Context: an optimization exercise on an open-source flow, tuned for small area. The choices shown serve that exercise and are no tape-out recipe. RTL that was checked went through simulation tests only; none was proved equivalent to the original. For runs 2 to 4, only the layout was checked, not whether the RTL still works. No activity file was given, so power comes from the tool's default toggle rates.

## flow/design.v (module list and top-level ports; edited modules follow where they fit)
// module XHndSk: 26 lines
// module XSyncer: 21 lines
// module XArbFirstOneBit: 26 lines
// module XArbiter_RR: 19 lines
// module XMem: 14 lines
// module XFifo: 19 lines
// module XFifoCtrl: 42 lines
// module XMstRWSTrans: 86 lines
// module XSlvRWSTrans: 76 lines
// module XMstRWTrans: 69 lines
// module XSlvRWTrans: 56 lines
// module req_XArbiter: 36 lines
// module req_XMatrix: 124 lines
// module req_XRouter: 105 lines
// module rsp_XArbiter: 40 lines
// module rsp_XMatrix: 124 lines
// module rsp_XRouter: 125 lines
// module XSwitch: 105 lines
// module XFabric: 327 lines
module XFabric (
    input logic clk
  , input logic rstn
  , input  logic           CPUm_req_vld
  , input  logic           CPUm_req_wr
  , input  logic [23:0] CPUm_req_adr
  , input  logic [3:0] CPUm_req_strb
  , input  logic [31:0] CPUm_req_dat
  , output logic           CPUm_req_gnt
  , output logic           CPUm_rsp_vld
  , output logic [31:0] CPUm_rsp_dat
  , input  logic           CPUm_rsp_gnt
  , input  logic           SCRm_req_vld
  , input  logic           SCRm_req_wr
  , input  logic [23:0] SCRm_req_adr
  , input  logic [3:0] SCRm_req_strb
  , input  logic [31:0] SCRm_req_dat
  , output logic           SCRm_req_gnt
  , output logic           SCRm_rsp_vld
  , output logic [31:0] SCRm_rsp_dat
  , input  logic           SCRm_rsp_gnt
  , input  logic           BRUm_req_vld
  , input  logic           BRUm_req_wr
  , input  logic [23:0] BRUm_req_adr
  , input  logic [1:0] BRUm_req_strb
  , input  logic [15:0] BRUm_req_dat
  , output logic           BRUm_req_gnt
  , output logic           BRUm_rsp_vld
  , output logic [15:0] BRUm_rsp_dat
  , input  logic           BRUm_rsp_gnt
  , output logic           CPUs_req_vld
  , output logic           CPUs_req_wr
  , output logic [15:0] CPUs_req_adr
  , output logic [1:0] CPUs_req_strb
  , output logic [15:0] CPUs_req_dat
  , input  logic      CPUs_req_gnt
  , input  logic      CPUs_rsp_vld
  , input  logic [15:0] CPUs_rsp_dat
  , output logic           CPUs_rsp_gnt
  , output logic           SCRs_req_vld
  , output logic           SCRs_req_wr
  , output logic [15:0] SCRs_req_adr
  , output logic [1:0] SCRs_req_strb
  , output logic [15:0] SCRs_req_dat
  , input  logic      SCRs_req_gnt
  , input  logic      SCRs_rsp_vld
  , input  logic [15:0] SCRs_rsp_dat
  , output logic           SCRs_rsp_gnt
  , output logic           KBDs_req_vld
  , output logic           KBDs_req_wr
  , output logic [15:0] KBDs_req_adr
  , output logic [0:0] KBDs_req_strb
  , output logic [7:0] KBDs_req_dat
  , input  logic      KBDs_req_gnt
  , input  logic      KBDs_rsp_vld
  , input  logic [7:0] KBDs_rsp_dat
  , output logic           KBDs_rsp_gnt
  , output logic           RAMs_req_vld
  , output logic           RAMs_req_wr
  , output logic [20:0] RAMs_req_adr
  , output logic [3:0] RAMs_req_strb
  , output logic [31:0] RAMs_req_dat
  , input  logic      RAMs_req_gnt
  , input  logic      RAMs_rsp_vld
  , input  logic [31:0] RAMs_rsp_dat
  , output logic           RAMs_rsp_gnt
  , output logic           ROMs_req_vld
  , output logic           ROMs_req_wr
  , output logic [14:0] ROMs_req_adr
  , output logic [1:0] ROMs_req_strb
  , output logic [15:0] ROMs_req_dat
  , input  logic      ROMs_req_gnt
  , input  logic      ROMs_rsp_vld
  , input  logic [15:0] ROMs_rsp_dat
  , output logic           ROMs_rsp_gnt
);
  // ...
==> flow/run.sh <==
#!/bin/bash
# synth_recipe.tcl (not shown) runs the flow's synth.tcl, then flattens the netlist and writes it again
# the make line also repeats each setting of config.mk as NAME=value (left out here)
make -C /OpenROAD-flow-scripts/flow DESIGN_CONFIG=/design/flow/config.mk WORK_HOME=/design/flow/orfs CLKGATE_MAP_FILE= SYNTH_SCRIPT=/design/flow/synth_recipe.tcl finish
==> flow/config.mk <==
export PLATFORM = sky130hd
export DESIGN_NAME = XFabric
export DESIGN_NICKNAME = XFabric
export VERILOG_FILES = /design/flow/design.v
export SDC_FILE = /design/flow/constraint.sdc
export NUM_CORES = 4
export LEC_CHECK = 0
export CAP_MARGIN = 20
export CORE_MARGIN = 2
export CORE_UTILIZATION = 40
export SLEW_MARGIN = 20
==> flow/constraint.sdc <==
create_clock -name core_clock -period 6.0 [get_ports {clk}]
set_input_delay 1.2000 -clock core_clock [delete_from_list [all_inputs] [get_ports {clk}]]
set_output_delay 1.2000 -clock core_clock [all_outputs]
set_load 0.01 [all_outputs]
==> PnR_summary.wiki, run 1 <==
{| class="wikitable"
! Metric !! Value
|-
| Share of Yosys cell area claimed by the top area cell type || 0.5659
|-
| Power Combinational || 0.0135 W
|-
| # diodes || 11
|-
| Detailed route wirelength on metal3 || 14300 um
|-
| Worst setup margin || 1.494 ns
|-
| Root Driver || clkbuf_16
|-
| Cell count after synthesis || 3642
|-
| Number of distinct library cell variants in the gate-level netlist after synthesis || 79
|-
| Overall power consumption || 0.03886 W
|-
| CP Data Required Time || 6.69 ns
|-
| Bufs on Longest Clock Path || 3
|-
| Height of the die || 392.7 um
|-
| DIE WIDTH || 392.7 um
|-
| Setup repair after global routing missed its margin || false
|-
| Status || finished clean
|-
| Final instance area || 73630 um2
|-
| Total net switching power || 0.01342 W
|-
| Launch point of the worst reg-to-reg path || BRUm_trans.ReqBuff.Ctrl.rptr[0]
|-
| Count of sequential standard cells || 1516
|-
| Total gr overflow || 0
|-
| Global Route met1 Usage || 0.2743
|-
| Proportion of cell area occupied by multi-input gates || 0.2127
|-
| Leading cell type in the layout, fill and taps excluded || edfxtp_1
|-
| Total of max-cap violations || 0
|-
| Fin crit share || 0.7510
|-
| Clock buffer count from CTS || 159
|-
| Top flop regs || BRUm_trans.ReqBuff.Mem.mem: 244 flops, CPUm_trans.ReqBuff.Mem.mem: 244 flops, SCRm_trans.ReqBuff.Mem.mem: 244 flops
|-
| Final setup violation count || 0
|}
==> module XFabric, before the edit <==
module XFabric (
    input logic clk
  , input logic rstn
  , input  logic           CPUm_req_vld
  , input  logic           CPUm_req_wr
  , input  logic [23:0] CPUm_req_adr
  , input  logic [3:0] CPUm_req_strb
  , input  logic [31:0] CPUm_req_dat
  , output logic           CPUm_req_gnt
  , output logic           CPUm_rsp_vld
  , output logic [31:0] CPUm_rsp_dat
  , input  logic           CPUm_rsp_gnt
  , input  logic           SCRm_req_vld
  , input  logic           SCRm_req_wr
  , input  logic [23:0] SCRm_req_adr
  , input  logic [3:0] SCRm_req_strb
  , input  logic [31:0] SCRm_req_dat
  , output logic           SCRm_req_gnt
  , output logic           SCRm_rsp_vld
  , output logic [31:0] SCRm_rsp_dat
  , input  logic           SCRm_rsp_gnt
  , input  logic           BRUm_req_vld
  , input  logic           BRUm_req_wr
  , input  logic [23:0] BRUm_req_adr
  , input  logic [1:0] BRUm_req_strb
  , input  logic [15:0] BRUm_req_dat
  , output logic           BRUm_req_gnt
  , output logic           BRUm_rsp_vld
  , output logic [15:0] BRUm_rsp_dat
  , input  logic           BRUm_rsp_gnt
  , output logic           CPUs_req_vld
  , output logic           CPUs_req_wr
  , output logic [15:0] CPUs_req_adr
  , output logic [1:0] CPUs_req_strb
  , output logic [15:0] CPUs_req_dat
  , input  logic      CPUs_req_gnt
  , input  logic      CPUs_rsp_vld
  , input  logic [15:0] CPUs_rsp_dat
  , output logic           CPUs_rsp_gnt
  , output logic           SCRs_req_vld
  , output logic           SCRs_req_wr
  , output logic [15:0] SCRs_req_adr
  , output logic [1:0] SCRs_req_strb
  , output logic [15:0] SCRs_req_dat
  , input  logic      SCRs_req_gnt
  , input  logic      SCRs_rsp_vld
  , input  logic [15:0] SCRs_rsp_dat
  , output logic           SCRs_rsp_gnt
  , output logic           KBDs_req_vld
  , output logic           KBDs_req_wr
  , output logic [15:0] KBDs_req_adr
  , output logic [0:0] KBDs_req_strb
  , output logic [7:0] KBDs_req_dat
  , input  logic      KBDs_req_gnt
  , input  logic      KBDs_rsp_vld
  , input  logic [7:0] KBDs_rsp_dat
  , output logic           KBDs_rsp_gnt
  , output logic           RAMs_req_vld
  , output logic           RAMs_req_wr
  , output logic [20:0] RAMs_req_adr
  , output logic [3:0] RAMs_req_strb
  , output logic [31:0] RAMs_req_dat
  , input  logic      RAMs_req_gnt
  , input  logic      RAMs_rsp_vld
  , input  logic [31:0] RAMs_rsp_dat
  , output logic           RAMs_rsp_gnt
  , output logic           ROMs_req_vld
  , output logic           ROMs_req_wr
  , output logic [14:0] ROMs_req_adr
  , output logic [1:0] ROMs_req_strb
  , output logic [15:0] ROMs_req_dat
  , input  logic      ROMs_req_gnt
  , input  logic      ROMs_rsp_vld
  , input  logic [15:0] ROMs_rsp_dat
  , output logic           ROMs_rsp_gnt
);
logic           CPUm_tpkt_vld;
logic [65:0] CPUm_tpkt_pld;
logic           CPUm_tpkt_gnt;
logic           CPUm_rpkt_vld;
logic [36:0] CPUm_rpkt_pld;
logic           CPUm_rpkt_gnt;
logic           SCRm_tpkt_vld;
logic [65:0] SCRm_tpkt_pld;
logic           SCRm_tpkt_gnt;
logic           SCRm_rpkt_vld;
logic [36:0] SCRm_rpkt_pld;
logic           SCRm_rpkt_gnt;
logic           BRUm_tpkt_vld;
logic [65:0] BRUm_tpkt_pld;
logic           BRUm_tpkt_gnt;
logic           BRUm_rpkt_vld;
logic [36:0] BRUm_rpkt_pld;
logic           BRUm_rpkt_gnt;
logic           CPUs_tpkt_vld;
logic [65:0] CPUs_tpkt_pld;
logic           CPUs_tpkt_gnt;
logic           CPUs_rpkt_vld;
logic [36:0] CPUs_rpkt_pld;
logic           CPUs_rpkt_gnt;
logic           SCRs_tpkt_vld;
logic [65:0] SCRs_tpkt_pld;
logic           SCRs_tpkt_gnt;
logic           SCRs_rpkt_vld;
logic [36:0] SCRs_rpkt_pld;
logic           SCRs_rpkt_gnt;
logic           KBDs_tpkt_vld;
logic [65:0] KBDs_tpkt_pld;
logic           KBDs_tpkt_gnt;
logic           KBDs_rpkt_vld;
logic [36:0] KBDs_rpkt_pld;
logic           KBDs_rpkt_gnt;
logic           RAMs_tpkt_vld;
logic [65:0] RAMs_tpkt_pld;
logic           RAMs_tpkt_gnt;
logic           RAMs_rpkt_vld;
logic [36:0] RAMs_rpkt_pld;
logic           RAMs_rpkt_gnt;
logic           ROMs_tpkt_vld;
logic [65:0] ROMs_tpkt_pld;
logic           ROMs_tpkt_gnt;
logic           ROMs_rpkt_vld;
logic [36:0] ROMs_rpkt_pld;
logic           ROMs_rpkt_gnt;
XSwitch Switch ( .clk (clk), .rstn (rstn)
		  , .CPUm_req_vld (CPUm_tpkt_vld)
 		  , .CPUm_req_pkt (CPUm_tpkt_pld)
 		  , .CPUm_req_gnt (CPUm_tpkt_gnt)
 		  , .CPUm_rsp_vld (CPUm_rpkt_vld)
 		  , .CPUm_rsp_pkt (CPUm_rpkt_pld)
 		  , .CPUm_rsp_gnt (CPUm_rpkt_gnt)
		  , .SCRm_req_vld (SCRm_tpkt_vld)
 		  , .SCRm_req_pkt (SCRm_tpkt_pld)
 		  , .SCRm_req_gnt (SCRm_tpkt_gnt)
 		  , .SCRm_rsp_vld (SCRm_rpkt_vld)
 		  , .SCRm_rsp_pkt (SCRm_rpkt_pld)
 		  , .SCRm_rsp_gnt (SCRm_rpkt_gnt)
		  , .BRUm_req_vld (BRUm_tpkt_vld)
 		  , .BRUm_req_pkt (BRUm_tpkt_pld)
 		  , .BRUm_req_gnt (BRUm_tpkt_gnt)
 		  , .BRUm_rsp_vld (BRUm_rpkt_vld)
 		  , .BRUm_rsp_pkt (BRUm_rpkt_pld)
 		  , .BRUm_rsp_gnt (BRUm_rpkt_gnt)
		  , .CPUs_req_vld (CPUs_tpkt_vld)
 		  , .CPUs_req_pkt (CPUs_tpkt_pld)
 		  , .CPUs_req_gnt (CPUs_tpkt_gnt)
 		  , .CPUs_rsp_vld (CPUs_rpkt_vld)
 		  , .CPUs_rsp_pkt (CPUs_rpkt_pld)
 		  , .CPUs_rsp_gnt (CPUs_rpkt_gnt)
		  , .SCRs_req_vld (SCRs_tpkt_vld)
 		  , .SCRs_req_pkt (SCRs_tpkt_pld)
 		  , .SCRs_req_gnt (SCRs_tpkt_gnt)
 		  , .SCRs_rsp_vld (SCRs_rpkt_vld)
 		  , .SCRs_rsp_pkt (SCRs_rpkt_pld)
 		  , .SCRs_rsp_gnt (SCRs_rpkt_gnt)
		  , .KBDs_req_vld (KBDs_tpkt_vld)
 		  , .KBDs_req_pkt (KBDs_tpkt_pld)
 		  , .KBDs_req_gnt (KBDs_tpkt_gnt)
 		  , .KBDs_rsp_vld (KBDs_rpkt_vld)
 		  , .KBDs_rsp_pkt (KBDs_rpkt_pld)
 		  , .KBDs_rsp_gnt (KBDs_rpkt_gnt)
		  , .RAMs_req_vld (RAMs_tpkt_vld)
 		  , .RAMs_req_pkt (RAMs_tpkt_pld)
 		  , .RAMs_req_gnt (RAMs_tpkt_gnt)
 		  , .RAMs_rsp_vld (RAMs_rpkt_vld)
 		  , .RAMs_rsp_pkt (RAMs_rpkt_pld)
 		  , .RAMs_rsp_gnt (RAMs_rpkt_gnt)
		  , .ROMs_req_vld (ROMs_tpkt_vld)
 		  , .ROMs_req_pkt (ROMs_tpkt_pld)
 		  , .ROMs_req_gnt (ROMs_tpkt_gnt)
 		  , .ROMs_rsp_vld (ROMs_rpkt_vld)
 		  , .ROMs_rsp_pkt (ROMs_rpkt_pld)
 		  , .ROMs_rsp_gnt (ROMs_rpkt_gnt)
);
XMstRWTrans #(.AW(24), .VDW(66), .OUTSTANDING_NUM(4),
													 .ID(0), .SYS_AW (24), .SYS_DW(32))
		CPUm_trans ( .clk (clk), .rstn (rstn)
					, .req_vld  (CPUm_req_vld)
					, .req_gnt  (CPUm_req_gnt)
					, .req_wr   (CPUm_req_wr)
					, .req_strb (CPUm_req_strb)
					, .req_adr  (CPUm_req_adr)
					, .req_dat  (CPUm_req_dat)
					, .tpkt_vld (CPUm_tpkt_vld)
					, .tpkt_dat (CPUm_tpkt_pld)
					, .tpkt_gnt (CPUm_tpkt_gnt)
					, .rpkt_vld (CPUm_rpkt_vld)
					, .rpkt_gnt (CPUm_rpkt_gnt)
					, .rpkt_dat (CPUm_rpkt_pld)
					, .rsp_vld (CPUm_rsp_vld)
					, .rsp_gnt (CPUm_rsp_gnt)
					, .rsp_dat (CPUm_rsp_dat)
				);
XMstRWTrans #(.AW(24), .VDW(66), .OUTSTANDING_NUM(4),
													 .ID(1), .SYS_AW (24), .SYS_DW(32))
		SCRm_trans ( .clk (clk), .rstn (rstn)
					, .req_vld  (SCRm_req_vld)
					, .req_gnt  (SCRm_req_gnt)
					, .req_wr   (SCRm_req_wr)
					, .req_strb (SCRm_req_strb)
					, .req_adr  (SCRm_req_adr)
					, .req_dat  (SCRm_req_dat)
					, .tpkt_vld (SCRm_tpkt_vld)
					, .tpkt_dat (SCRm_tpkt_pld)
					, .tpkt_gnt (SCRm_tpkt_gnt)
					, .rpkt_vld (SCRm_rpkt_vld)
					, .rpkt_gnt (SCRm_rpkt_gnt)
					, .rpkt_dat (SCRm_rpkt_pld)
					, .rsp_vld (SCRm_rsp_vld)
					, .rsp_gnt (SCRm_rsp_gnt)
					, .rsp_dat (SCRm_rsp_dat)
				);
XMstRWSTrans #(.AW(24), .DW(16), .VDW(66), .OUTSTANDING_NUM(4),
													 .ID(2), .SYS_AW (24), .SYS_DW(32))
		BRUm_trans ( .clk (clk), .rstn (rstn)
					, .req_vld  (BRUm_req_vld)
					, .req_gnt  (BRUm_req_gnt)
					, .req_wr   (BRUm_req_wr)
					, .req_strb (BRUm_req_strb)
					, .req_adr  (BRUm_req_adr)
					, .req_dat  (BRUm_req_dat)
					, .tpkt_vld (BRUm_tpkt_vld)
					, .tpkt_dat (BRUm_tpkt_pld)
					, .tpkt_gnt (BRUm_tpkt_gnt)
					, .rpkt_vld (BRUm_rpkt_vld)
					, .rpkt_gnt (BRUm_rpkt_gnt)
					, .rpkt_dat (BRUm_rpkt_pld)
					, .rsp_vld (BRUm_rsp_vld)
					, .rsp_gnt (BRUm_rsp_gnt)
					, .rsp_dat (BRUm_rsp_dat)
				);
XSlvRWSTrans #(.AW(16), .DW(16), .VDW(66), .OUTSTANDING_NUM(2),
													 .ID(0), .SYS_AW (24), .SYS_DW(32))
		CPUs_trans ( .clk (clk), .rstn (rstn)
					, .tpkt_vld (CPUs_tpkt_vld)
					, .tpkt_dat (CPUs_tpkt_pld)
					, .tpkt_gnt (CPUs_tpkt_gnt)
					, .req_vld  (CPUs_req_vld)
					, .req_gnt  (CPUs_req_gnt)
					, .req_adr  (CPUs_req_adr)
					, .req_wr   (CPUs_req_wr)
					, .req_strb (CPUs_req_strb)
					, .req_dat  (CPUs_req_dat)
					, .rsp_vld (CPUs_rsp_vld)
					, .rsp_gnt (CPUs_rsp_gnt)
					, .rsp_dat (CPUs_rsp_dat)
					, .rpkt_vld (CPUs_rpkt_vld)
					, .rpkt_gnt (CPUs_rpkt_gnt)
					, .rpkt_dat (CPUs_rpkt_pld)
				);
XSlvRWSTrans #(.AW(16), .DW(16), .VDW(66), .OUTSTANDING_NUM(2),
													 .ID(1), .SYS_AW (24), .SYS_DW(32))
		SCRs_trans ( .clk (clk), .rstn (rstn)
					, .tpkt_vld (SCRs_tpkt_vld)
					, .tpkt_dat (SCRs_tpkt_pld)
					, .tpkt_gnt (SCRs_tpkt_gnt)
					, .req_vld  (SCRs_req_vld)
					, .req_gnt  (SCRs_req_gnt)
					, .req_adr  (SCRs_req_adr)
					, .req_wr   (SCRs_req_wr)
					, .req_strb (SCRs_req_strb)
					, .req_dat  (SCRs_req_dat)
					, .rsp_vld (SCRs_rsp_vld)
					, .rsp_gnt (SCRs_rsp_gnt)
					, .rsp_dat (SCRs_rsp_dat)
					, .rpkt_vld (SCRs_rpkt_vld)
					, .rpkt_gnt (SCRs_rpkt_gnt)
					, .rpkt_dat (SCRs_rpkt_pld)
				);
XSlvRWSTrans #(.AW(16), .DW(8), .VDW(66), .OUTSTANDING_NUM(2),
													 .ID(2), .SYS_AW (24), .SYS_DW(32))
		KBDs_trans ( .clk (clk), .rstn (rstn)
					, .tpkt_vld (KBDs_tpkt_vld)
					, .tpkt_dat (KBDs_tpkt_pld)
					, .tpkt_gnt (KBDs_tpkt_gnt)
					, .req_vld  (KBDs_req_vld)
					, .req_gnt  (KBDs_req_gnt)
					, .req_adr  (KBDs_req_adr)
					, .req_wr   (KBDs_req_wr)
					, .req_strb (KBDs_req_strb)
					, .req_dat  (KBDs_req_dat)
					, .rsp_vld (KBDs_rsp_vld)
					, .rsp_gnt (KBDs_rsp_gnt)
					, .rsp_dat (KBDs_rsp_dat)
					, .rpkt_vld (KBDs_rpkt_vld)
					, .rpkt_gnt (KBDs_rpkt_gnt)
					, .rpkt_dat (KBDs_rpkt_pld)
				);
XSlvRWTrans #(.AW(21), .VDW(66), .OUTSTANDING_NUM(2),
													 .ID(3), .SYS_AW (24), .SYS_DW(32))
		RAMs_trans ( .clk (clk), .rstn (rstn)
					, .tpkt_vld (RAMs_tpkt_vld)
					, .tpkt_dat (RAMs_tpkt_pld)
					, .tpkt_gnt (RAMs_tpkt_gnt)
					, .req_vld  (RAMs_req_vld)
					, .req_gnt  (RAMs_req_gnt)
					, .req_adr  (RAMs_req_adr)
					, .req_wr   (RAMs_req_wr)
					, .req_strb (RAMs_req_strb)
					, .req_dat  (RAMs_req_dat)
					, .rsp_vld (RAMs_rsp_vld)
					, .rsp_gnt (RAMs_rsp_gnt)
					, .rsp_dat (RAMs_rsp_dat)
					, .rpkt_vld (RAMs_rpkt_vld)
					, .rpkt_gnt (RAMs_rpkt_gnt)
					, .rpkt_dat (RAMs_rpkt_pld)
				);
XSlvRWSTrans #(.AW(15), .DW(16), .VDW(66), .OUTSTANDING_NUM(2),
													 .ID(4), .SYS_AW (24), .SYS_DW(32))
		ROMs_trans ( .clk (clk), .rstn (rstn)
					, .tpkt_vld (ROMs_tpkt_vld)
					, .tpkt_dat (ROMs_tpkt_pld)
					, .tpkt_gnt (ROMs_tpkt_gnt)
					, .req_vld  (ROMs_req_vld)
					, .req_gnt  (ROMs_req_gnt)
					, .req_adr  (ROMs_req_adr)
					, .req_wr   (ROMs_req_wr)
					, .req_strb (ROMs_req_strb)
					, .req_dat  (ROMs_req_dat)
					, .rsp_vld (ROMs_rsp_vld)
					, .rsp_gnt (ROMs_rsp_gnt)
					, .rsp_dat (ROMs_rsp_dat)
					, .rpkt_vld (ROMs_rpkt_vld)
					, .rpkt_gnt (ROMs_rpkt_gnt)
					, .rpkt_dat (ROMs_rpkt_pld)
				);
endmodule
==> run 2: changes to the inputs <==
==> flow/design.v (replaced) <==
module XMq #(parameter W = 60, DW = 32) (
    input  logic          clk
  , input  logic          rstn
  , input  logic          in_vld
  , input  logic [W-1:0]  in_pld
  , output logic          in_gnt
  , output logic          hd_vld    
  , output logic [W-1:0]  hd_pld
  , input  logic          send
  , output logic [W-1:0]  fl_pld    
  , input  logic          rsp_we
  , input  logic [DW-1:0] rsp_d
  , input  logic          rsp_set   
  , output logic          rsp_vld
  , input  logic          rsp_gnt
);
logic [W-1:0] mem [0:3];
logic [1:0]   wptr;
logic [3:0]   rsel;     
logic         full_n, empty_n, wait_rsp;
logic         we_ok;
assign in_gnt = full_n;
assign we_ok  = in_vld & full_n;
assign hd_pld = ({W{rsel[0]}} & mem[0]) | ({W{rsel[1]}} & mem[1]) |
                ({W{rsel[2]}} & mem[2]) | ({W{rsel[3]}} & mem[3]);
assign hd_vld = empty_n & ~wait_rsp;
always @(posedge clk)
  if (we_ok)
    mem[wptr] <= in_pld;
always @(posedge clk) begin
  if (send)
    fl_pld <= hd_pld;
  else if (rsp_we)
    fl_pld[DW-1:0] <= rsp_d;
end
always @(posedge clk or negedge rstn) begin
  if (~rstn) begin
    wptr     <= 2'd0;
    rsel     <= 4'b0001;
    full_n   <= 1'b1;
    empty_n  <= 1'b0;
    wait_rsp <= 1'b0;
    rsp_vld  <= 1'b0;
  end else begin
    if (we_ok) wptr <= wptr + 2'd1;
    if (send)  rsel <= {rsel[2:0], rsel[3]};
    if (we_ok & ~send) begin
      empty_n <= 1'b1;
      full_n  <= ~rsel[wptr + 2'd1];
    end else if (~we_ok & send) begin
      full_n  <= 1'b1;
      empty_n <= ~rsel[wptr - 2'd1];
    end
    if (send)
      wait_rsp <= 1'b1;
    else if (rsp_vld & rsp_gnt)
      wait_rsp <= 1'b0;
    rsp_vld <= rsp_vld ? ~rsp_gnt : rsp_set;
  end
end
endmodule
module XFabric (
    input logic clk
  , input logic rstn
  , input  logic           CPUm_req_vld
  , input  logic           CPUm_req_wr
  , input  logic [23:0] CPUm_req_adr
  , input  logic [3:0] CPUm_req_strb
  , input  logic [31:0] CPUm_req_dat
  , output logic           CPUm_req_gnt
  , output logic           CPUm_rsp_vld
  , output logic [31:0] CPUm_rsp_dat
  , input  logic           CPUm_rsp_gnt
  , input  logic           SCRm_req_vld
  , input  logic           SCRm_req_wr
  , input  logic [23:0] SCRm_req_adr
  , input  logic [3:0] SCRm_req_strb
  , input  logic [31:0] SCRm_req_dat
  , output logic           SCRm_req_gnt
  , output logic           SCRm_rsp_vld
  , output logic [31:0] SCRm_rsp_dat
  , input  logic           SCRm_rsp_gnt
  , input  logic           BRUm_req_vld
  , input  logic           BRUm_req_wr
  , input  logic [23:0] BRUm_req_adr
  , input  logic [1:0] BRUm_req_strb
  , input  logic [15:0] BRUm_req_dat
  , output logic           BRUm_req_gnt
  , output logic           BRUm_rsp_vld
  , output logic [15:0] BRUm_rsp_dat
  , input  logic           BRUm_rsp_gnt
  , output logic           CPUs_req_vld
  , output logic           CPUs_req_wr
  , output logic [15:0] CPUs_req_adr
  , output logic [1:0] CPUs_req_strb
  , output logic [15:0] CPUs_req_dat
  , input  logic      CPUs_req_gnt
  , input  logic      CPUs_rsp_vld
  , input  logic [15:0] CPUs_rsp_dat
  , output logic           CPUs_rsp_gnt
  , output logic           SCRs_req_vld
  , output logic           SCRs_req_wr
  , output logic [15:0] SCRs_req_adr
  , output logic [1:0] SCRs_req_strb
  , output logic [15:0] SCRs_req_dat
  , input  logic      SCRs_req_gnt
  , input  logic      SCRs_rsp_vld
  , input  logic [15:0] SCRs_rsp_dat
  , output logic           SCRs_rsp_gnt
  , output logic           KBDs_req_vld
  , output logic           KBDs_req_wr
  , output logic [15:0] KBDs_req_adr
  , output logic [0:0] KBDs_req_strb
  , output logic [7:0] KBDs_req_dat
  , input  logic      KBDs_req_gnt
  , input  logic      KBDs_rsp_vld
  , input  logic [7:0] KBDs_rsp_dat
  , output logic           KBDs_rsp_gnt
  , output logic           RAMs_req_vld
  , output logic           RAMs_req_wr
  , output logic [20:0] RAMs_req_adr
  , output logic [3:0] RAMs_req_strb
  , output logic [31:0] RAMs_req_dat
  , input  logic      RAMs_req_gnt
  , input  logic      RAMs_rsp_vld
  , input  logic [31:0] RAMs_rsp_dat
  , output logic           RAMs_rsp_gnt
  , output logic           ROMs_req_vld
  , output logic           ROMs_req_wr
  , output logic [14:0] ROMs_req_adr
  , output logic [1:0] ROMs_req_strb
  , output logic [15:0] ROMs_req_dat
  , input  logic      ROMs_req_gnt
  , input  logic      ROMs_rsp_vld
  , input  logic [15:0] ROMs_rsp_dat
  , output logic           ROMs_rsp_gnt
);
localparam WC = 60, WS = 58, WB = 42;
logic          c_hv, s_hv, b_hv;
logic [WC-1:0] c_hd, c_fl;
logic [WS-1:0] s_hd, s_fl;
logic [WB-1:0] b_hd, b_fl;
logic          c_send, s_send, b_send;
logic          c_rwe, s_rwe, b_rwe;
logic [31:0]   c_rd, s_rd;
logic [15:0]   b_rd;
logic          c_rset, s_rset, b_rset;
XMq #(.W(WC), .DW(32)) CPUm_q (.clk(clk), .rstn(rstn),
  .in_vld(CPUm_req_vld), .in_pld({CPUm_req_adr[22:0], CPUm_req_wr, CPUm_req_strb, CPUm_req_dat}),
  .in_gnt(CPUm_req_gnt), .hd_vld(c_hv), .hd_pld(c_hd), .send(c_send), .fl_pld(c_fl),
  .rsp_we(c_rwe), .rsp_d(c_rd), .rsp_set(c_rset), .rsp_vld(CPUm_rsp_vld), .rsp_gnt(CPUm_rsp_gnt));
XMq #(.W(WS), .DW(32)) SCRm_q (.clk(clk), .rstn(rstn),
  .in_vld(SCRm_req_vld), .in_pld({SCRm_req_adr[20:0], SCRm_req_wr, SCRm_req_strb, SCRm_req_dat}),
  .in_gnt(SCRm_req_gnt), .hd_vld(s_hv), .hd_pld(s_hd), .send(s_send), .fl_pld(s_fl),
  .rsp_we(s_rwe), .rsp_d(s_rd), .rsp_set(s_rset), .rsp_vld(SCRm_rsp_vld), .rsp_gnt(SCRm_rsp_gnt));
XMq #(.W(WB), .DW(16)) BRUm_q (.clk(clk), .rstn(rstn),
  .in_vld(BRUm_req_vld), .in_pld({BRUm_req_adr[23], BRUm_req_adr[21:0], BRUm_req_wr, BRUm_req_strb, BRUm_req_dat}),
  .in_gnt(BRUm_req_gnt), .hd_vld(b_hv), .hd_pld(b_hd), .send(b_send), .fl_pld(b_fl),
  .rsp_we(b_rwe), .rsp_d(b_rd), .rsp_set(b_rset), .rsp_vld(BRUm_rsp_vld), .rsp_gnt(BRUm_rsp_gnt));
assign CPUm_rsp_dat = c_fl[31:0];
assign SCRm_rsp_dat = s_fl[31:0];
assign BRUm_rsp_dat = b_fl[15:0];
logic [22:0] c_adr;  logic c_wr;  logic [3:0] c_strb;  logic [31:0] c_dat;
logic [20:0] s_adr;  logic s_wr;  logic [3:0] s_strb;  logic [31:0] s_dat;
logic [21:0] b_adr;  logic b_a23; logic b_wr; logic [1:0] b_strb; logic [15:0] b_dat;
assign {c_adr, c_wr, c_strb, c_dat} = c_fl;
assign {s_adr, s_wr, s_strb, s_dat} = s_fl;
assign {b_a23, b_adr, b_wr, b_strb, b_dat} = b_fl;
logic c_to_ram, b_to_ram;
assign c_to_ram = c_hv & ~c_hd[WC-1];
assign b_to_ram = b_hv & ~b_hd[WB-1] & ~b_hd[WB-2];
logic       l0, l1, ram_rdy;
logic [2:0] ram_req, ram_mreq, ram_gnt;
assign ram_req  = {b_to_ram, s_hv, c_to_ram} & {3{ram_rdy}};
assign ram_mreq = ram_req & {1'b1, ~l1, ~(l0 | l1)};
always @(*) begin
  if (|ram_mreq)
    ram_gnt = ram_mreq[0] ? 3'b001 : ram_mreq[1] ? 3'b010 : 3'b100;
  else
    ram_gnt = ram_req[0] ? 3'b001 : ram_req[1] ? 3'b010 : {ram_req[2], 2'b00};
end
always @(posedge clk or negedge rstn)
  if (~rstn) begin
    l0 <= 1'b0;
    l1 <= 1'b0;
  end else if (|ram_gnt) begin
    l0 <= ram_gnt[0];
    l1 <= ram_gnt[1];
  end
logic scr_send, kbd_send, cpu_send, rom_send, ram_send;
assign scr_send = c_hv & c_hd[WC-1] & ~c_hd[WC-2];
assign kbd_send = c_hv & c_hd[WC-1] &  c_hd[WC-2];
assign rom_send = b_hv & b_hd[WB-1];
assign cpu_send = b_hv & ~b_hd[WB-1] & b_hd[WB-2];
assign ram_send = |ram_gnt;
assign c_send = scr_send | kbd_send | ram_gnt[0];
assign s_send = ram_gnt[1];
assign b_send = rom_send | cpu_send | ram_gnt[2];
logic scr_rv, kbd_rv, cpu_rv, rom_rv;
logic scr_tsv, kbd_tsv, cpu_tsv, rom_tsv, ram_tsv;
logic scr_hs, kbd_hs, cpu_hs, rom_hs, ram_hs;
assign scr_hs = SCRs_rsp_vld & ~scr_tsv;
assign kbd_hs = KBDs_rsp_vld & ~kbd_tsv;
assign cpu_hs = CPUs_rsp_vld & ~cpu_tsv;
assign rom_hs = ROMs_rsp_vld & ~rom_tsv;
assign ram_hs = RAMs_rsp_vld & ~ram_tsv;
logic [1:0] rq0, rq1, iq0, iq1, rid;
logic       rq_e, rq_f, iq_w, iq_r;
logic [1:0] ram_gid, iq_hd;
assign ram_rdy = ~rq_f;
assign ram_gid = {ram_gnt[2], ram_gnt[1]};
assign iq_hd   = iq_r ? iq1 : iq0;
logic ram_take;
assign ram_take = rq_e & RAMs_req_gnt;
always @(posedge clk or negedge rstn) begin
  if (~rstn) begin
    scr_rv  <= 1'b0; kbd_rv  <= 1'b0; cpu_rv  <= 1'b0; rom_rv  <= 1'b0;
    scr_tsv <= 1'b0; kbd_tsv <= 1'b0; cpu_tsv <= 1'b0; rom_tsv <= 1'b0; ram_tsv <= 1'b0;
    rq_e <= 1'b0; rq_f <= 1'b0; iq_w <= 1'b0; iq_r <= 1'b0;
  end else begin
    scr_rv <= scr_send | (scr_rv & ~SCRs_req_gnt);
    kbd_rv <= kbd_send | (kbd_rv & ~KBDs_req_gnt);
    cpu_rv <= cpu_send | (cpu_rv & ~CPUs_req_gnt);
    rom_rv <= rom_send | (rom_rv & ~ROMs_req_gnt);
    scr_tsv <= scr_hs;
    kbd_tsv <= kbd_hs;
    cpu_tsv <= cpu_hs;
    rom_tsv <= rom_hs;
    ram_tsv <= ram_hs;
    if (ram_send & ~ram_take) begin
      rq_e <= 1'b1;
      rq_f <= rq_e;
    end else if (~ram_send & ram_take) begin
      rq_f <= 1'b0;
      rq_e <= rq_f;
    end
    if (ram_take) iq_w <= ~iq_w;
    if (ram_hs)   iq_r <= ~iq_r;
  end
end
always @(posedge clk) begin
  if (ram_send & (~rq_e | (rq_e & ~rq_f & ram_take)))
    rq0 <= ram_gid;
  else if (ram_take)
    rq0 <= rq1;
  if (ram_send & rq_e & ~ram_take)
    rq1 <= ram_gid;
  if (ram_take & ~iq_w) iq0 <= rq0;
  if (ram_take &  iq_w) iq1 <= rq0;
  if (ram_hs) rid <= iq_hd;
end
assign SCRs_rsp_gnt = ~scr_tsv;
assign KBDs_rsp_gnt = ~kbd_tsv;
assign CPUs_rsp_gnt = ~cpu_tsv;
assign ROMs_rsp_gnt = ~rom_tsv;
assign RAMs_rsp_gnt = ~ram_tsv;
assign c_rset = scr_tsv | kbd_tsv | (ram_tsv & rid == 2'd0);
assign s_rset = ram_tsv & rid == 2'd1;
assign b_rset = cpu_tsv | rom_tsv | (ram_tsv & rid == 2'd2);
assign c_rwe = scr_hs | kbd_hs | (ram_hs & iq_hd == 2'd0);
assign s_rwe = ram_hs & iq_hd == 2'd1;
assign b_rwe = cpu_hs | rom_hs | (ram_hs & iq_hd == 2'd2);
always @(*) begin
  if (~c_adr[22])
    c_rd = RAMs_rsp_dat;
  else if (~c_adr[21])
    c_rd = c_adr[1] ? {SCRs_rsp_dat, 16'h0} : {16'h0, SCRs_rsp_dat};
  else
    c_rd = {24'h0, KBDs_rsp_dat} << {c_adr[1:0], 3'b000};
end
assign s_rd = RAMs_rsp_dat;
assign b_rd = b_a23 ? ROMs_rsp_dat : b_adr[21] ? CPUs_rsp_dat :
              b_adr[1] ? RAMs_rsp_dat[31:16] : RAMs_rsp_dat[15:0];
assign SCRs_req_vld  = scr_rv;
assign SCRs_req_wr   = c_wr;
assign SCRs_req_adr  = c_adr[15:0];
assign SCRs_req_strb = c_adr[1] ? c_strb[3:2] : c_strb[1:0];
assign SCRs_req_dat  = c_adr[1] ? c_dat[31:16] : c_dat[15:0];
assign KBDs_req_vld  = kbd_rv;
assign KBDs_req_wr   = c_wr;
assign KBDs_req_adr  = c_adr[15:0];
assign KBDs_req_strb = c_strb[c_adr[1:0]];
assign KBDs_req_dat  = c_dat[{c_adr[1:0], 3'b000} +: 8];
assign CPUs_req_vld  = cpu_rv;
assign CPUs_req_wr   = b_wr;
assign CPUs_req_adr  = b_adr[15:0];
assign CPUs_req_strb = b_strb;
assign CPUs_req_dat  = b_dat;
assign ROMs_req_vld  = rom_rv;
assign ROMs_req_wr   = b_wr;
assign ROMs_req_adr  = b_adr[14:0];
assign ROMs_req_strb = b_strb;
assign ROMs_req_dat  = b_dat;
assign RAMs_req_vld  = rq_e;
always @(*) begin
  if (rq0[1]) begin
    RAMs_req_wr   = b_wr;
    RAMs_req_adr  = b_adr[20:0];
    RAMs_req_strb = b_adr[1] ? {b_strb, 2'b00} : {2'b00, b_strb};
    RAMs_req_dat  = b_adr[1] ? {b_dat, 16'h0} : {16'h0, b_dat};
  end else if (rq0[0]) begin
    RAMs_req_wr   = s_wr;
    RAMs_req_adr  = s_adr;
    RAMs_req_strb = s_strb;
    RAMs_req_dat  = s_dat;
  end else begin
    RAMs_req_wr   = c_wr;
    RAMs_req_adr  = c_adr[20:0];
    RAMs_req_strb = c_strb;
    RAMs_req_dat  = c_dat;
  end
end
endmodule
--- a/flow/config.mk
+++ b/flow/config.mk
@@ -7,5 +7,6 @@
 export LEC_CHECK = 0
 export CAP_MARGIN = 20
 export CORE_MARGIN = 2
-export CORE_UTILIZATION = 40
+export CORE_UTILIZATION = 70
+export PLACE_DENSITY = 0.8
 export SLEW_MARGIN = 20
==> run 2 against run 1 <==
Effect of this change:
- final cell count fell by 48%
- flip-flop and latch count fell by 661
- cell area fell by 42%
- non-clock buffer count fell by 36
- clock skew fell by 0.024 ns
- combinational power fell by 53%
- sequential power fell by 39%
- power fell by 46%
- first-iteration DRC count rose by 6.0%
- critical path type is now flop to output port
- critical endpoint is now RAMs_req_dat[30]
- largest cell class unchanged
==> PnR_summary.wiki, run 2 <==
{| class="wikitable"
! Metric !! Value
|-
| Status || finished clean (unchanged)
|-
| Number of nets with antenna violations after routing || 0 (unchanged)
|-
| Beginning of the worst hold path || cpu_tsv (was Switch.rsp_route.XArbiter.T1_RR.mask[3])
|-
| Largest family of logic cells by synthesized area || compound AO/OA/AOI/OAI gates (was multiplexers)
|-
| Via count of the first global-routing pass || 21.59k (was 34.30k)
|-
| Worst slew margin || 0.2613 (was 0.2987)
|-
| Routed WL per cell || 32.73 um (was 27.02 um)
|-
| Final setup violation count || 0 (unchanged)
|-
| Syn_area_per_cell || 15.79 um2 (was 16.59 um2)
|-
| IO buf count || 549 (was 554)
|-
| Launch point of the worst reg-to-reg path || BRUm_q.rsel[1] (was BRUm_trans.ReqBuff.Ctrl.rptr[0])
|-
| Violation count after the first detailed-route iteration || 3199 (was 3019)
|-
| Biggest register || CPUm_q.mem
|-
| Setup repair after global routing missed its margin || false (unchanged)
|-
| Total of max-cap violations || 0 (unchanged)
|-
| Top flop regs || CPUm_q.mem: 240 flops, SCRm_q.mem: 232 flops, BRUm_q.mem: 168 flops (was BRUm_trans.ReqBuff.Mem.mem: 244 flops, CPUm_trans.ReqBuff.Mem.mem: 244 flops, SCRm_trans.ReqBuff.Mem.mem: 244 flops)
|-
| Pwr/cell area || 496.7 nW/um2 (was 527.7 nW/um2)
|-
| Maximum number of pins on one net before global-route repair || 64 (was 116)
|-
| Top area cells in the synthesized netlist || edfxtp_1 70%, a22oi_1 5.4%, mux2i_1 4.1%, buf_4 3.9%, dfrtp_1 2.8% (was edfxtp_1 57%, dfrtp_1 14%, mux4_2 7.1%, mux2_2 4.4%, nand2_1 2.5%)
|-
| CP Data Required Time || 4.80 ns (was 6.69 ns)
|-
| Leading cell type in the layout, fill and taps excluded || edfxtp_1 (unchanged)
|-
| Nets || 2861 (was 4555)
|-
| Final instance area || 42440 um2 (was 73630 um2)
|-
| CP Cell Sequence || and2_1, nand2_1, o21ai_0, clkdlybuf4s50_1 (was mux4_2, nor2_1, nand3_1, or4_1, buf_4, inv_2, ha_2, xor2_1, xor2_1, nand2b_1)
|-
| Number of warnings printed during yosys synthesis || 4 (was 27)
|-
| Maximum vdd ir drop || 0.0004172 V (was 0.0003081 V)
|-
| HP Class || flop to flop (unchanged)
|-
| Critical path launch point type || flop (unchanged)
|-
| First-pass GRT wire length || 150400 um (was 244000 um)
|-
| Routed Wire Length || 109000 um (was 172300 um)
|-
| # clock sinks || 855 (was 1516)
|-
| Top library cells by usage in the layout, fill and taps aside || 810 x edfxtp_1, 548 x clkdlybuf4s50_1, 251 x a22oi_1 (was 1139 x edfxtp_1, 552 x clkdlybuf4s50_1, 396 x nand2_1)
|-
| Cell count after synthesis || 2213 (was 3642)
|-
| Share of Yosys cell area claimed by the top area cell type || 0.6959 (was 0.5659)
|-
| Measured slew at the worst slew-check pin || 1.104 ns (was 1.052 ns)
|-
| Post-synth top cells || 810 x edfxtp_1, 251 x a22oi_1, 224 x nand2_1, 183 x buf_4, 142 x mux2i_1 (was 1139 x edfxtp_1, 396 x nand2_1, 337 x dfrtp_1, 234 x mux2_2, 190 x mux4_2)
|-
| Biggest area consumer among synthesized cells || edfxtp_1 (unchanged)
|-
| Critical-path cell with the highest stage delay || and2_1 (was ha_2)
|-
| Fraction of layout cells with a size suffix above 1 || 0.09697 (was 0.1860)
|-
| Total placed cells including tap cells || 3153 (was 6086)
|-
| Starting density of the core || 0.7111 (was 0.4030)
|-
| TritonCTS clock tree || yes (unchanged)
|-
| Complex-gate fraction of the synthesized area || 0.1005 (was 0.05675)
|-
| Post-synthesis share of cell area spent on and, or, nand and nor gates || 0.03447 (was 0.05760)
|-
| Syn-to-layout area delta || 21.44% (was 21.83%)
|-
| Nature of the critical path endpoint || output port (was flop)
|-
| Maximum single-stage delay on the critical path || 0.92 ns (about the same)
|-
| Non-filler cells, final || 3329 (was 6377)
|-
| Root Driver || clkbuf_16 (unchanged)
|-
| Antenna violations before repair || 28 (was 48)
|-
| Total gr overflow || 0 (unchanged)
|-
| Share of synthesized area spent on multiplexers || 0.07031 (was 0.1206)
|-
| Tmin final || 4.605 ns (was 4.506 ns)
|-
| Placer Congestion || 0.9975 (was 0.8262)
|-
| Clock buffer count from CTS || 82 (was 159)
|-
| Synthesis-stage register bit count || 855 (was 1516)
|-
| Row cnt || 81 (was 142)
|-
| DIE WIDTH || 227.5 um (was 392.7 um)
|-
| Count of flip-flops with a built-in enable after synthesis || 810 (was 1139)
|-
| Core footprint || 49150 um2 (was 150000 um2)
|-
| Height of the die || 227.5 um (was 392.7 um)
|-
| Worst Path Arrival || 3.40 ns (was 5.20 ns)
|-
| Register area share after synthesis || 0.7284 (was 0.7229)
|-
| Setup fix buffers added after clock tree synthesis || 0 (unchanged)
|-
| Final max-slew violation count || 0 (unchanged)
|-
| Clock tree skew after final layout || 0.02659 ns (was 0.05104 ns)
|-
| Fraction of registers with async set/reset || 0.05263 (was 0.2487)
|-
| Depth of the CTS H-tree || 3 (was 4)
|-
| Ys flop type || edfxtp_1 (unchanged)
|-
| Clock slew at the register clock pins of the worst setup and hold paths || 0.06 ns (about the same)
|-
| Adder-cell share of the synthesized area || 0.005728 (was 0.01077)
|-
| Number of fill cells in the layout || 2212 (was 12.83k)
|-
| Placed wire-length estimate after detailed placement || 70840 um (was 120000 um)
|-
| Setup TNS || 0 ns (unchanged)
|-
| Count leader, synth || edfxtp_1 (unchanged)
|-
| Number of cells upsized or downsized after cts || 0 (unchanged)
|-
| Max reg flops || 240
|-
| Standard cell area after detailed placement || 39710 um2 (was 68390 um2)
|-
| Bufs on Longest Clock Path || 3 (unchanged)
|-
| Die footprint || 51730 um2 (was 154200 um2)
|-
| Number of distinct library cell variants in the gate-level netlist after synthesis || 58 (was 79)
|-
| CTS Hold Buffers Added || 0 (unchanged)
|-
| Total via count in the routed design || 22.39k (was 34.39k)
|-
| Worst setup startpoint || BRUm_q.fl_pld[20] (was BRUm_trans.ReqBuff.Ctrl.rptr[0])
|-
| Leakage power || 14.96 nW (was 26.64 nW)
|-
| Number of iterations in the first detailed-routing pass || 7 (unchanged)
|-
| Top-Level Pins || 555 (unchanged)
|-
| Post-synthesis xor/xnor area fraction || 0.001253 (was 0.01141)
|-
| Insertion delay of the later-clocked pin in the worst-skew pair || 0.63 ns (was 0.80 ns)
|-
| Vias per Instance || 6.725 (was 5.392)
|-
| Worst Path Class, Setup || flop to output port (was flop to flop)
|-
| Synth Cell Area || 34950 um2 (was 60440 um2)
|-
| Fin crit share || 0.7674 (was 0.7510)
|-
| Achievable frequency || 0.2172 GHz (was 0.2219 GHz)
|-
| Hold Vio Cnt, Final || 0 (unchanged)
|-
| Total DRC errors in the routed layout || 0 (unchanged)
|-
| Crit-path max FO || 19 (was 38)
|-
| Aggregate global-route resource usage || 0.4194 (was 0.2215)
|}
run 2: final timing paths:
path / cells after the start / endpoint / slack (ns)
worst min-delay path: 1 / cpu_tsv / 0.48
worst min register to register: 1 / cpu_tsv / 0.48
worst max-delay path: 4 / RAMs_req_dat[30] / 1.40
worst max register to register: 7 / CPUm_q.fl_pld[30] / 2.35
max in group asynchronous: 2 / SCRm_q.rsel[1] / 4.76
min in group asynchronous: 2 / rom_tsv / 0.70
run 2: per-stage QoR:
step                      hold slack [ns]    util  setup WS, ns  total power [W]
final                              0.4828  0.8635         1.395          0.02108
after floorplan                    0.4377       -         2.358          0.01263
after CTS                          0.4801  0.8619         1.594          0.02087
after detailed placement           0.4716  0.8079         2.254          0.01571
after global routing               0.5238  0.8633         1.435          0.02160
after global placement             0.4594  0.8074         2.225          0.01554
run 2: layer usage:
| layer | global-route usage | wire, um | vias to the layer above |
|---|---|---|---|
| li1 | - | - | 9149 |
| met1 | 0.5092 | 35230 | 11120 |
| met2 | 0.6654 | 52560 | 1759 |
| met3 | 0.1075 | 12810 | 350 |
| met4 | 0.2926 | 8319 | 10 |
| met5 | 0 | 59 | - |
run 2: final cells by class:
class	instances	area, um2	area share
diodes	25	62.56	0.001474
clock buffers	105	2255	0.05312
clock inverters	45	399.1	0.009404
inverters	40	152.6	0.003596
multi-input cells	1011	7482	0.1763
flip-flops and latches	855	25460	0.5999
well taps	664	830.8	0.01957
repair buffers	584	5798	0.1366
run 2: power breakdown:
group	total, W	switching [W]	internal [W]
Sequential	0.00951	0.00116	0.00835
Combinational	0.00639	0.00353	0.00286
Clock	0.00518	0.00222	0.00296
run 2: cells by family after synthesis:
| group | count (synthesis) |
|---|---|
| multiplexers | 221 |
| AO/OA/AOI/OAI | 483 |
| adder cells (fa/ha/maj) | 16 |
| XOR/XNOR | 5 |
| buffers and inverters | 347 |
| AND/OR/NAND/NOR | 286 |
| flip-flops | 855 |
run 2: worst max-delay path, delay by kind of cell, from the launching register on:
kind | cells | cell delay [ns]
flops | 1 | 0.82
buf+inv | 1 | 0.82
simple gates | 2 | 1.02
compound gates | 1 | 0.11
==> run 3: changes to the inputs <==
==> flow/flow/run.sh (new file) <==
#!/bin/bash
# Own layout flow: the standard ORFS flow, with two changes in how the layout is made:
#  - port buffers use the smallest buffer cell (sky130_fd_sc_hd__buf_1) instead of the
#    tool's default pick; every input and output port still gets its own buffer;
#  - clock tree synthesis does not add dummy loads.
# Each tool's full output goes to the ORFS logs under orfs/logs and to flow_make.log here.
set -euo pipefail
export BUFFER_PORTS_ARGS="-buffer_cell sky130_fd_sc_hd__buf_1"
export CTS_ARGS="-sink_clustering_enable -repair_clock_nets -dont_use_dummy_load"
bash standard.sh > flow_make.log 2>&1
==> flow/standard.sh (new file) <==
#!/bin/bash
# synth_recipe.tcl (not shown) runs the flow's synth.tcl, then flattens the netlist and writes it again
# the make line also repeats each setting of config.mk as NAME=value (left out here)
make -C /OpenROAD-flow-scripts/flow DESIGN_CONFIG=/design/flow/config.mk WORK_HOME=/design/flow/orfs CLKGATE_MAP_FILE= SYNTH_SCRIPT=/design/flow/synth_recipe.tcl "${@:-finish}"
--- a/flow/config.mk
+++ b/flow/config.mk
@@ -7,6 +7,5 @@
 export LEC_CHECK = 0
 export CAP_MARGIN = 20
 export CORE_MARGIN = 2
-export CORE_UTILIZATION = 70
-export PLACE_DENSITY = 0.8
+export CORE_UTILIZATION = 40
 export SLEW_MARGIN = 20
removed: flow/run.sh
==> run 3 against run 2 <==
Effect of this change:
- still clean
- combinational power shrank 21%
- via count shrank 6.4%
- hold slack lost 0.0090 ns
- final cell count grew 13%
- sequential power shrank 1%
- flip-flop and latch count is the same
- synthesized cell count is the same
- critical path depth grew 1
- clock-buffer cell count shrank 15
- power shrank 9.3%
- non-clock buffer count grew 2
==> PnR_summary.wiki, run 3 <==
{| class="wikitable"
! Metric !! Value
|-
| Status || finished clean (unchanged)
|-
| Placer Congestion || 1.014 (was 0.9975)
|-
| Total via count in the routed design || 20.96k (was 22.39k)
|-
| Top-Level Pins || 555 (unchanged)
|-
| Depth of the CTS H-tree || 3 (unchanged)
|-
| Routed Wire Length || 110300 um (was 109000 um)
|-
| Setup TNS || 0 ns (unchanged)
|-
| Die footprint || 89760 um2 (was 51730 um2)
|-
| Worst reg2reg path endpoint || BRUm_q.full_n (was CPUm_q.fl_pld[30])
|-
| Number of cells upsized or downsized after cts || 0 (unchanged)
|-
| Final setup violation count || 0 (unchanged)
|-
| Core footprint || 86620 um2 (was 49150 um2)
|-
| Cell count after synthesis || 2213 (unchanged)
|-
| Top flop regs || CPUm_q.mem: 240 flops, SCRm_q.mem: 232 flops, BRUm_q.mem: 168 flops (unchanged)
|-
| WHS Path Cells || 1 (unchanged)
|-
| Achievable frequency || 0.2308 GHz (was 0.2172 GHz)
|-
| Global Route met1 Usage || 0.2980 (was 0.5092)
|-
| Clock tree skew after final layout || 0.07609 ns (was 0.02659 ns)
|-
| Total DRC errors in the routed layout || 0 (unchanged)
|-
| CP Data Required Time || 4.80 ns (about the same)
|-
| Share of Yosys cell area claimed by the top area cell type || 0.6959 (unchanged)
|-
| CP Cell Sequence || nor2b_2, buf_4, nand2_1, o21ai_0, buf_1 (was and2_1, nand2_1, o21ai_0, clkdlybuf4s50_1)
|-
| Buffers plus inverters on the worst setup path || 2 (was 1)
|-
| Nets || 2871 (was 2861)
|-
| Met2 track demand over resource || 0.4042 (was 0.6654)
|-
| Post-synth top cells || 810 x edfxtp_1, 251 x a22oi_1, 224 x nand2_1, 183 x buf_4, 142 x mux2i_1 (unchanged)
|-
| Final instance area || 39180 um2 (was 42440 um2)
|-
| Syn-to-layout area delta || 12.09% (was 21.44%)
|-
| Via count of the first global-routing pass || 20.63k (was 21.59k)
|-
| Maximum single-stage delay on the critical path || 1.09 ns (was 0.92 ns)
|-
| Peak-usage layer in the global routing report || met2 (unchanged)
|-
| Number of fill cells in the layout || 7614 (was 2212)
|-
| Clk network pwr share || 0.244 (was 0.246)
|-
| Syn_area_per_cell || 15.79 um2 (unchanged)
|-
| Maximum vdd ir drop || 0.0003026 V (was 0.0004172 V)
|-
| Worst setup startpoint || rq0[1] (was BRUm_q.fl_pld[20])
|-
| Row cnt || 108 (was 81)
|-
| Top area cells in the synthesized netlist || edfxtp_1 70%, a22oi_1 5.4%, mux2i_1 4.1%, buf_4 3.9%, dfrtp_1 2.8% (unchanged)
|-
| Nature of the critical path endpoint || output port (unchanged)
|-
| Count of flip-flops with a built-in enable after synthesis || 810 (unchanged)
|-
| Setup fix buffers added after clock tree synthesis || 0 (unchanged)
|-
| Worst slack after detailed placement || 2.239 ns (was 2.254 ns)
|-
| Count leader, synth || edfxtp_1 (unchanged)
|-
| Total of max-cap violations || 0 (unchanged)
|-
| Critical path launch point type || flop (unchanged)
|-
| Top library cells by usage in the layout, fill and taps aside || 810 x edfxtp_1, 548 x buf_1, 251 x a22oi_1 (was 810 x edfxtp_1, 548 x clkdlybuf4s50_1, 251 x a22oi_1)
|-
| Total net switching power || 0.006623 W (was 0.006908 W)
|-
| HP Class || flop to flop (unchanged)
|-
| First-pass GRT wire length || 152900 um (was 150400 um)
|-
| Hold Vio Cnt, Final || 0 (unchanged)
|-
| Leading cell type in the layout, fill and taps excluded || edfxtp_1 (unchanged)
|-
| Layout Utilization || 0.4523 (was 0.8635)
|-
| Beginning of the worst hold path || kbd_tsv (was cpu_tsv)
|-
| Bufs on Longest Clock Path || 3 (unchanged)
|-
| Insertion delay of the later-clocked pin in the worst-skew pair || 0.65 ns (was 0.63 ns)
|-
| Number of warnings printed during yosys synthesis || 4 (unchanged)
|-
| Fin crit share || 0.7220 (was 0.7674)
|-
| Critical-path cell with the highest stage delay || edfxtp_1 (was and2_1)
|-
| Max reg flops || 240 (unchanged)
|-
| Final max-slew violation count || 0 (unchanged)
|-
| Biggest area consumer among synthesized cells || edfxtp_1 (unchanged)
|-
| Number of nets with antenna violations after routing || 0 (unchanged)
|-
| Clock slew at the register clock pins of the worst setup and hold paths || 0.06 ns (about the same)
|-
| CTS Hold Buffers Added || 0 (unchanged)
|-
| Routed WL per cell || 29.44 um (was 32.73 um)
|-
| Register area share after synthesis || 0.7284 (unchanged)
|-
| Share of power burned in registers || 0.491 (was 0.451)
|-
| Placed wire-length estimate after detailed placement || 76080 um (was 70840 um)
|-
| Clock buffer count from CTS || 90 (was 82)
|-
| Cell depth of the worst flop-to-flop path || 8 (was 7)
|-
| Vias per Instance || 5.591 (was 6.725)
|-
| Violation count after the first detailed-route iteration || 2439 (was 3199)
|-
| Synth Cell Area || 34950 um2 (unchanged)
|-
| # clock sinks || 855 (unchanged)
|-
| Number of iterations in the first detailed-routing pass || 5 (was 7)
|-
| Synthesis-stage register bit count || 855 (unchanged)
|-
| DIE WIDTH || 299.6 um (was 227.5 um)
|-
| IO buf count || 549 (unchanged)
|-
| Starting density of the core || 0.4035 (was 0.7111)
|-
| Tmin final || 4.332 ns (was 4.605 ns)
|-
| Measured slew at the worst slew-check pin || 1.134 ns (was 1.104 ns)
|-
| Worst Path Arrival || 3.13 ns (was 3.40 ns)
|-
| Worst slew margin || 0.2440 (was 0.2613)
|-
| Pwr/cell area || 488.3 nW/um2 (was 496.7 nW/um2)
|-
| Hold path endpoint || kbd_tsv (was cpu_tsv)
|-
| Worst setup slack for register-to-register paths || 2.43 ns (was 2.35 ns)
|-
| Switching fraction of total power || 0.3462 (was 0.3277)
|-
| Biggest register || CPUm_q.mem (unchanged)
|-
| Setup repair after global routing missed its margin || false (unchanged)
|-
| Met3 Use GR || 0.05291 (was 0.1075)
|-
| Standard cell area after detailed placement || 36880 um2 (was 39710 um2)
|-
| Maximum number of pins on one net before global-route repair || 63 (was 64)
|-
| Leakage power || 13.31 nW (was 14.96 nW)
|-
| Fraction of registers with async set/reset || 0.05263 (unchanged)
|-
| Crit-path max FO || 37 (was 19)
|-
| Worst setup margin || 1.668 ns (was 1.395 ns)
|-
| Number of distinct library cell variants in the gate-level netlist after synthesis || 58 (unchanged)
|-
| Ys flop type || edfxtp_1 (unchanged)
|-
| Root Driver || clkbuf_16 (unchanged)
|-
| Proportion of power drawn by combinational gates || 0.266 (was 0.303)
|-
| Antenna violations before repair || 27 (was 28)
|-
| Total gr overflow || 0 (unchanged)
|-
| Cell class contributing the biggest share of worst-path delay || flip-flops (was simple AND/OR/NAND/NOR gates)
|-
| Fraction of layout cells with a size suffix above 1 || 0.09218 (was 0.09697)
|-
| Height of the die || 299.6 um (was 227.5 um)
|-
| Aggregate global-route resource usage || 0.2405 (was 0.4194)
|-
| TritonCTS clock tree || yes (unchanged)
|-
| Worst Path Class, Setup || flop to output port (unchanged)
|-
| Internal power || 0.01251 W (was 0.01417 W)
|-
| Launch point of the worst reg-to-reg path || BRUm_q.rsel[0] (was BRUm_q.rsel[1])
|}
run 3: cell counts after synthesis:
Identical to the previous run, type by type.
run 3: area by class of cell:
type,count,area (um2),share of cell area
antenna,11,27.53,0.0007026
clock buffer,90,2252,0.05749
inverter,40,152.6,0.003896
multi-input combinational,1011,7485,0.1910
sequential,855,25470,0.6501
tap,1155,1445,0.03689
timing repair buffer,586,2347,0.05991
run 3: layer usage:
layer	wire, um	up-vias
li1	-	9095
met1	42550	10650
met2	53930	996
met3	8668	199
met4	5069	20
met5	119	-
run 3: worst register-to-register path: stages (launching register included):
cell     delay [ns]
dfstp_2        1.24
a22oi_1        0.19
nand2_2        0.21
nor2_1         0.09
o22ai_4        0.40
buf_4          0.66
inv_2          0.06
ha_1           0.33
mux2_2         0.34
run 3: cell families after synthesis:
group | after synthesis | synth area share
flops | 855 | 0.7284
buf+inv | 347 | 0.05935
mux | 221 | 0.07031
fa+ha+maj | 16 | 0.005728
compound gates | 483 | 0.1005
simple gates | 286 | 0.03447
xor+xnor | 5 | 0.001253
run 3: worst max-delay path by stage:
stage | to | cells past startpoint | slack [ns]
after floorplan | CPUm_q.fl_pld[0] | 4 | 2.36
after global placement | RAMs_req_strb[3] | 4 | 2.23
after detailed placement | RAMs_req_strb[3] | 4 | 2.24
after CTS | RAMs_req_strb[3] | 4 | 1.56
after global routing | RAMs_req_dat[0] | 5 | 1.62
final | RAMs_req_dat[0] | 5 | 1.67
run 3: power by group through the flow:
stage	registers, W	clock network (W)	logic, W
floorplan	0.00890	0	0.00373
global placement	0.00942	0	0.00507
detailed placement	0.00950	0	0.00510
CTS	0.00939	0.00476	0.00512
global route	0.00948	0.00498	0.00544
finish	0.00939	0.00466	0.00508
run 3: metrics by stage:
stage / hold slack [ns] / power [W] / std cells
final: 0.4738 / 0.01913 / 3748
after global routing: 0.5051 / 0.01991 / 3743
after detailed placement: 0.4696 / 0.01461 / 3646
after floorplan: 0.4377 / 0.01263 / 2213
after CTS: 0.4790 / 0.01926 / 3736
after global placement: 0.4634 / 0.01449 / 3646
==> run 4: changes to the inputs <==
--- a/flow/flow/run.sh
+++ b/flow/flow/run.sh
@@ -6,5 +6,5 @@
 # Each tool's full output goes to the ORFS logs under orfs/logs and to flow_make.log here.
 set -euo pipefail
 export BUFFER_PORTS_ARGS="-buffer_cell sky130_fd_sc_hd__buf_1"
-export CTS_ARGS="-sink_clustering_enable -repair_clock_nets -dont_use_dummy_load"
+export CTS_ARGS="-sink_clustering_enable -repair_clock_nets -dont_use_dummy_load -sink_clustering_size 30 -sink_clustering_max_diameter 100 -buf_list sky130_fd_sc_hd__clkbuf_16"
 bash standard.sh > flow_make.log 2>&1
==> run 4 against run 3 <==
Effect of this change:
- via count shrank 2.1%
- still clean
- power shrank 9.4%
- area after synthesis is the same
==> PnR_summary.wiki, run 4 <==
{| class="wikitable"
! Metric !! Value
|-
| # clock sinks || 855 (unchanged)
|-
| Status || finished clean (unchanged)
|-
| Leakage power || 12.68 nW (was 13.31 nW)
|-
| Placer Congestion || 1.014 (unchanged)
|-
| Count leader, synth || edfxtp_1 (unchanged)
|-
| Count of flip-flops with a built-in enable after synthesis || 810 (unchanged)
|-
| Routed Wire Length || 109100 um (was 110300 um)
|-
| Routed WL per cell || 29.51 um (was 29.44 um)
|-
| Total placed cells including tap cells || 3646 (unchanged)
|-
| Max reg flops || 240 (unchanged)
|-
| Total of max-cap violations || 0 (unchanged)
|-
| Number of cells upsized or downsized after cts || 0 (unchanged)
|-
| Number of fill cells in the layout || 7728 (was 7614)
|-
| Number of nets with antenna violations after routing || 0 (unchanged)
|-
| Worst slew margin || 0.2280 (was 0.2440)
|-
| Core footprint || 86620 um2 (unchanged)
|-
| Top library cells by usage in the layout, fill and taps aside || 810 x edfxtp_1, 548 x buf_1, 251 x a22oi_1 (unchanged)
|-
| Setup fix buffers added after clock tree synthesis || 0 (unchanged)
|-
| Crit-path max FO || 37 (unchanged)
|-
| Post-synth top cells || 810 x edfxtp_1, 251 x a22oi_1, 224 x nand2_1, 183 x buf_4, 142 x mux2i_1 (unchanged)
|-
| CP Data Required Time || 4.80 ns (about the same)
|-
| Synthesis-stage register bit count || 855 (unchanged)
|-
| Total DRC errors in the routed layout || 0 (unchanged)
|-
| Depth of the CTS H-tree || 2 (was 3)
|-
| Violation count after the first detailed-route iteration || 2459 (was 2439)
|-
| Final max-slew violation count || 0 (unchanged)
|-
| Vias per Instance || 5.548 (was 5.591)
|-
| Row cnt || 108 (unchanged)
|-
| Total gr overflow || 0 (unchanged)
|-
| Setup TNS || 0 ns (unchanged)
|-
| Via count of the first global-routing pass || 20.19k (was 20.63k)
|-
| Height of the die || 299.6 um (unchanged)
|-
| Bufs on Longest Clock Path || 3 (unchanged)
|-
| TritonCTS clock tree || yes (unchanged)
|-
| Biggest register || CPUm_q.mem (unchanged)
|-
| Maximum vdd ir drop || 0.0003474 V (was 0.0003026 V)
|-
| Share of Yosys cell area claimed by the top area cell type || 0.6959 (unchanged)
|-
| Worst Path Arrival || 3.28 ns (was 3.13 ns)
|-
| Area occupied by registers || 25470 um2 (unchanged)
|-
| Multi-input gate area in the final layout || 7485 um2 (unchanged)
|-
| Setup repair after global routing missed its margin || false (unchanged)
|-
| First-pass GRT wire length || 150900 um (was 152900 um)
|-
| Antenna violations before repair || 28 (was 27)
|-
| Hold Vio Cnt, Final || 0 (unchanged)
|-
| Tmin final || 4.479 ns (was 4.332 ns)
|-
| Maximum number of pins on one net before global-route repair || 63 (unchanged)
|-
| Syn-to-layout area delta || 8.413% (was 12.09%)
|-
| Top area cells in the synthesized netlist || edfxtp_1 70%, a22oi_1 5.4%, mux2i_1 4.1%, buf_4 3.9%, dfrtp_1 2.8% (unchanged)
|-
| Fin crit share || 0.7465 (was 0.7220)
|-
| Nature of the critical path endpoint || output port (unchanged)
|-
| Clock slew at the register clock pins of the worst setup and hold paths || 0.10 ns (was 0.06 ns)
|-
| Ys flop type || edfxtp_1 (unchanged)
|-
| Syn_area_per_cell || 15.79 um2 (unchanged)
|-
| Clock tree skew after final layout || 0.08957 ns (was 0.07609 ns)
|-
| DIE WIDTH || 299.6 um (unchanged)
|-
| Number of iterations in the first detailed-routing pass || 6 (was 5)
|-
| Fraction of layout cells with a size suffix above 1 || 0.07388 (was 0.09218)
|-
| Top flop regs || CPUm_q.mem: 240 flops, SCRm_q.mem: 232 flops, BRUm_q.mem: 168 flops (unchanged)
|-
| Measured slew at the worst slew-check pin || 1.158 ns (was 1.134 ns)
|-
| Achievable frequency || 0.2233 GHz (was 0.2308 GHz)
|-
| Die footprint || 89760 um2 (unchanged)
|-
| Top-Level Pins || 555 (unchanged)
|-
| CTS Hold Buffers Added || 0 (unchanged)
|-
| HP Class || flop to flop (unchanged)
|-
| Pwr/cell area || 457.4 nW/um2 (was 488.3 nW/um2)
|-
| Clock buffer count from CTS || 39 (was 90)
|-
| Aggregate global-route resource usage || 0.2366 (was 0.2405)
|-
| Number of warnings printed during yosys synthesis || 4 (unchanged)
|-
| Placed wire-length estimate after detailed placement || 76080 um (unchanged)
|-
| Overall power consumption || 0.01733 W (was 0.01913 W)
|}
[run 4: changes by cell type in the layout (fill, tap and decap cells not counted), sizes merged]
cell    change
clkbuf     -50
diode       -1
buf         -1
[run 4: worst paths after layout]
path,to,cells after the start,start,slack [ns]
max,RAMs_req_dat[28],4,rq0[1],1.52
min,kbd_tsv,1,kbd_tsv,0.48
max reg2reg,BRUm_q.full_n,8,BRUm_q.rsel[0],2.41
min reg2reg,kbd_tsv,1,kbd_tsv,0.48
max in group asynchronous,CPUm_q.rsel[2],2,rstn,4.68
min in group asynchronous,cpu_tsv,2,rstn,0.74
[run 4: through the flow]
step                      area, um2  hold slack (ns)  setup slack [ns]    util
after global routing          37880           0.5041             1.360  0.4374
final                         37890           0.4821             1.521  0.4375
after floorplan               34950           0.4377             2.358       -
after global placement        36880           0.4634             2.235  0.4258
after detailed placement      36880           0.4696             2.239  0.4258
after CTS                     37860           0.4857             1.568  0.4371
[run 4: worst max-delay path: stages, from the launching register on]
cell,delay (ns)
edfxtp_1,1.11
and2_1,1.02
nand2_1,0.10
o21ai_0,0.13
buf_1,0.33
[run 4: cell type report]
type | instances | share of cell area
Tap cell | 1155 | 0.03814
Sequential cell | 855 | 0.6721
Antenna cell | 10 | 0.0006604
Clock buffer | 39 | 0.02576
Multi-Input combinational cell | 1011 | 0.1975
Inverter | 40 | 0.004029
Timing Repair Buffer | 586 | 0.06175
[run 4: routing by layer]
| metal | track usage | wire (um) |
|---|---|---|
| met1 | 0.2961 | 42280 |
| met3 | 0.04805 | 8257 |
| met4 | 0.09226 | 4339 |
| met5 | 0 | 109 |
| met2 | 0.4041 | 54100 |
[run 4: power by group]
part	switching, W	internal [W]	total, W
clock network	0.00172	0.00117	0.00290
logic	0.00354	0.00153	0.00507
registers	0.00103	0.00833	0.00936
total	0.00630	0.0110	0.0173
[run 4: logic make-up (layout without fill, tap and decap cells)]
| group | count (synthesis) | after routing | share of synthesized area |
|---|---|---|---|
| simple gates | 286 | 286 | 0.03447 |
| xor+xnor | 5 | 5 | 0.001253 |
| other cells | 0 | 10 | 0 |
| mux | 221 | 221 | 0.07031 |
| buf+inv | 347 | 665 | 0.05935 |
| compound gates | 483 | 483 | 0.1005 |
| fa+ha+maj | 16 | 16 | 0.005728 |
| flops | 855 | 855 | 0.7284 |

-- afterwards: timing with drivers on the ports --
In the flow no input, the clock included, has a driving cell. The finished layouts below were timed again as built, in two steps.
Step 1 sets driving cells, clkbuf_16 on the clock port and buf_2 on the other inputs (assumed; they add their load-dependent delay and slew).
Step 2 times the ports against the registers' clock, not the clock port: input delays grow and output delays shrink by t, the midpoint of the rising clock arrivals with the driver on.
a / b / c = no drivers / after step 1 / after step 2; a / b = the first two.
| run | shift t [ns] | slack for setup (ns) |
|---|---|---|
| run 1 | 0.860 | 1.494 / 1.494 / 1.494 |
| run 2 | 0.679 | 1.395 / 1.335 / 2.014 |
| run 3 | 0.670 | 1.668 / 1.608 / 2.278 |
| run 4 | 0.632 | 1.521 / 1.462 / 2.094 |
After both steps setup and hold are still met in every run listed.
